What follows belongs to an exercise in optimizing a design on an open flow for small area, a short achievable clock period and few clock cycles; a production flow would make more cautious choices.
At most, simulation tests tie the RTL to the original design; equivalence was not proved.
The clock input has no modelled driver; a real chip could not lean on it and would need a root buffer or a full tree.
No activity file was given, so power comes from the tool's default toggle rates.

==> flow/design.v <==
`timescale 1ns/10ps
module ELA(clk, rst, in_data, data_rd, req, wen, addr, data_wr, done);
	input				clk;
	input				rst;
	input		[7:0]	in_data;
	input		[7:0]	data_rd;
	output				req;
	output	reg			wen;
	output	reg	[9:0]	addr;
	output	reg	[7:0]	data_wr;	 
	output				done;
	reg			interp, fin;
	reg			reqn;		 
	reg			s_rb, s_w;	 
	reg	[7:0]	x;	 
	reg	[7:0]	y;	 
	reg	[7:0]	pp;	 
	reg	[7:0]	q;	 
	reg	[7:0]	r;	 
	reg	[7:0]	dreg, areg;	 
	reg	[7:0]	m;			 
	wire s_rt = ~s_rb & ~s_w;
	assign req  = ~reqn;
	assign done = fin;
	wire [8:0] ix = {addr[9:6], addr[4:0]};
	wire [8:0] kst = {s_rb, s_rb, s_rb, s_rt & interp, s_rb, s_rb, s_rb,
			s_rb | s_w, s_w | ~interp & wen};
	function [8:0] add9;
		input [8:0] u, v;
		integer j; reg c;
		begin
			c = 1'b0;
			for (j = 0; j < 9; j = j + 1) begin
				add9[j] = u[j] ^ v[j] ^ c;
				c = (u[j] & v[j]) | (c & (u[j] ^ v[j]));
			end
		end
	endfunction
	wire [8:0] i_next = add9(ix, kst);
	wire [7:0] d_xy, a_xy;
	ELA_absd u_absd(.x(x), .y(y), .d(d_xy));
	ELA_avg u_avg(.x(x), .y(y), .a(a_xy));
	always @(posedge clk) begin
		dreg <= d_xy;
		areg <= a_xy;
	end
	wire edge_col = (ix[4:0] == 5'd1) || (ix[4:0] == 5'd2);
	wire le;
	ELA_le8 u_le(.v(dreg), .u(m), .le(le));
	wire take = s_w | le | (s_rb & edge_col);
	always @(posedge clk) begin
		if (take)
			m <= dreg;
		if (!interp)
			data_wr <= in_data;
		else if (take)
			data_wr <= areg;
	end
	always @(posedge clk or posedge rst) begin
		if (rst) begin
			interp <= 1'b0;
			reqn <= 1'b0;
			fin <= 1'b0;
			s_rb <= 1'b0;
			s_w <= 1'b0;
			wen <= 1'b0;
		end else if (fin) begin
			wen <= 1'b0;
		end else begin
			if (!interp) begin
				wen <= ~(wen & (&ix));
				if (wen & (&ix)) begin
					interp <= 1'b1;
					reqn <= 1'b1;
				end
			end else begin
				s_rb <= s_rt;
				s_w <= s_rb;
				wen <= s_rb & (ix[8:1] != 8'd16);
				if (s_rb && ix == 9'd1)
					fin <= 1'b1;
			end
		end
	end
	always @(posedge clk)
		addr <= (interp | wen) ? {i_next[8:5], interp & s_rb, i_next[4:0]} : 10'd0;
	always @(posedge clk) begin
		if (s_rt) begin
			x <= y; y <= data_rd; r <= x;
		end else if (s_rb) begin
			x <= r; y <= data_rd; r <= pp; pp <= y;
		end else begin
			x <= r; y <= q; q <= y; r <= pp;
		end
	end
endmodule
module ELA_le8(v, u, le);
	input	[7:0]	v, u;
	output			le;
	wire [7:0] g = v & ~u;
	wire [7:0] e = ~(v ^ u);
	wire g10 = g[1] | e[1] & g[0], e10 = e[1] & e[0];
	wire g32 = g[3] | e[3] & g[2], e32 = e[3] & e[2];
	wire g54 = g[5] | e[5] & g[4], e54 = e[5] & e[4];
	wire g76 = g[7] | e[7] & g[6], e76 = e[7] & e[6];
	wire g30 = g32 | e32 & g10;
	wire g74 = g76 | e76 & g54, e74 = e76 & e54;
	assign le = ~(g74 | e74 & g30);
endmodule
module ELA_absd(x, y, d);
	input	[7:0]	x, y;
	output	reg	[7:0]	d;
	reg [7:0] g, e, G1, E1, G2, E2, G3, E3, bo, bo2;
	integer i;
	always @(*) begin
		g = x & ~y;
		e = ~(x ^ y);
		for (i = 0; i < 8; i = i + 1)
			if (i % 2 == 1) begin G1[i] = g[i] | e[i] & g[i-1]; E1[i] = e[i] & e[i-1]; end
			else begin G1[i] = g[i]; E1[i] = e[i]; end
		for (i = 0; i < 8; i = i + 1)
			if (i % 4 >= 2) begin G2[i] = G1[i] | E1[i] & G1[(i/4)*4+1]; E2[i] = E1[i] & E1[(i/4)*4+1]; end
			else begin G2[i] = G1[i]; E2[i] = E1[i]; end
		for (i = 0; i < 8; i = i + 1)
			if (i >= 4) begin G3[i] = G2[i] | E2[i] & G2[3]; E3[i] = E2[i] & E2[3]; end
			else begin G3[i] = G2[i]; E3[i] = E2[i]; end
		bo  = {~(G3[6:0] | E3[6:0]), 1'b0};
		bo2 = {G3[6:0], 1'b0};
		d = G3[7] ? (~e ^ bo) : (~e ^ bo2);
	end
endmodule
module ELA_avg(x, y, a);
	input	[7:0]	x, y;
	output	reg	[7:0]	a;
	reg [7:0] g, p, G1, P1, G2, P2, G3, P3;
	integer i;
	always @(*) begin
		g = x & y; p = x ^ y;
		for (i = 0; i < 8; i = i + 1)
			if (i % 2 == 1) begin G1[i] = g[i] | p[i] & g[i-1]; P1[i] = p[i] & p[i-1]; end
			else begin G1[i] = g[i]; P1[i] = p[i]; end
		for (i = 0; i < 8; i = i + 1)
			if (i % 4 >= 2) begin G2[i] = G1[i] | P1[i] & G1[(i/4)*4+1]; P2[i] = P1[i] & P1[(i/4)*4+1]; end
			else begin G2[i] = G1[i]; P2[i] = P1[i]; end
		for (i = 0; i < 8; i = i + 1)
			if (i >= 4) begin G3[i] = G2[i] | P2[i] & G2[3]; P3[i] = P2[i] & P2[3]; end
			else begin G3[i] = G2[i]; P3[i] = P2[i]; end
		a = {G3[7], p[7:1] ^ G3[6:0]};
	end
endmodule
Settings: LEC_CHECK=0, CAP_MARGIN=20, CORE_MARGIN=2, CORE_UTILIZATION=60, SETUP_SLACK_MARGIN=4.9, SLEW_MARGIN=20, SYNTH_HIERARCHICAL=1; clock period 7.0 ns.
standard.sh (not shown) runs the stock make flow with config.mk's settings and CLKGATE_MAP_FILE= SYNTH_SCRIPT=/design/flow/synth_recipe.tcl, a recipe that flattens the netlist after the stock synthesis.
==> flow/flow/run.sh <==
#!/bin/bash
# Layout flow: the standard ORFS flow (standard.sh), with these changes:
#  - synthesis does not extract full/half adder cells (ADDER_MAP_FILE empty),
#    so ABC maps all of the arithmetic itself;
#  - the port buffers are sky130_fd_sc_hd__buf_1 cells;
#  - the clock tree is one level: the clock port drives four clkbuf_16 cells,
#    one per quarter of the flip-flops. flow/cts.tcl (made by gen/make_cts.py
#    from ORFS's scripts/cts.tcl) replaces ORFS's cts.tcl in a copy of the
#    scripts folder; clock_tree_synthesis is replaced by that buffering.
# make's output goes to make_finish.log; each ORFS step writes its own log
# under orfs/logs/.
set -euo pipefail
rm -rf scripts_mod
cp -r "$FLOW_HOME/scripts" scripts_mod
cp flow/cts.tcl scripts_mod/cts.tcl
bash standard.sh ADDER_MAP_FILE= \
  "BUFFER_PORTS_ARGS=-buffer_cell sky130_fd_sc_hd__buf_1" \
  "SCRIPTS_DIR=$PWD/scripts_mod" \
  finish > make_finish.log 2>&1
Other scripts of this flow, unchanged in this note and not shown: flow/flow/cts.tcl
Testbench counts at the start, summed over its fixed seeds: cycles 62,688.
Then changed:
--- a/flow/design.v
+++ b/flow/design.v
@@ -63,11 +63,13 @@
 			fin <= 1'b0;
 			s_rb <= 1'b0;
 			s_w <= 1'b0;
 			wen <= 1'b0;
+			addr <= 10'd0;
 		end else if (fin) begin
 			wen <= 1'b0;
 		end else begin
+			addr <= {i_next[8:5], interp & s_rb, i_next[4:0]};
 			if (!interp) begin
 				wen <= ~(wen & (&ix));
 				if (wen & (&ix)) begin
 					interp <= 1'b1;
@@ -81,10 +83,8 @@
 					fin <= 1'b1;
 			end
 		end
 	end
-	always @(posedge clk)
-		addr <= (interp | wen) ? {i_next[8:5], interp & s_rb, i_next[4:0]} : 10'd0;
 	always @(posedge clk) begin
 		if (s_rt) begin
 			x <= y; y <= data_rd; r <= x;
 		end else if (s_rb) begin
Design area rose by about 2.2%.
First-iteration DRC count rose by 14%.
Fmax fell by about 0.44%.
Worst setup slack degrades by 0.0093 ns.
Routed wire length rose by 10%.
Final cell count stays flat.
Area after synthesis rose by 1.8%.
Total power rose by about 2%.
Global-route usage rose by 1.9 points.
Synthesized cell count rose by about 0.9%.
Clock power hardly moves.
Worst hold slack stays flat.
The RTL of the second run of this note was laid out without a check of its function. In every run of this note, the design's own scripts or RTL, not TritonCTS, make the clock network.

==> re-timing with driven ports <==
No port has a modelled driver above. Below, the same layouts with a new extraction and two added sets of constraints. Step 1 assumes that a clkbuf_16 drives the clock port and a buf_2 every other input. Step 2 adds t to the input delays and takes it off the output delays; t is the mean of the earliest and latest rising clock arrival at the registers after step 1. Input paths then give back, and output paths get back, about the clock's delay inside the block. Three values: no drivers, after step 1, after step 2; two values: the first two.
| run | t, ns | setup WS [ns] | hold WS [ns] | latest minus earliest clock arrival (ns) | pins driven straight from the clock port |
|---|---|---|---|---|---|
| the first run | 0.224 | 4.894 / 4.819 / 4.983 | 0.436 / 0.436 / 0.436 | 0.014 / 0.014 | 4 |
| the second run | 0.227 | 4.885 / 4.808 / 4.968 | 0.435 / 0.435 / 0.435 | 0.012 / 0.013 | 4 |
After both steps every run listed still meets setup and hold.
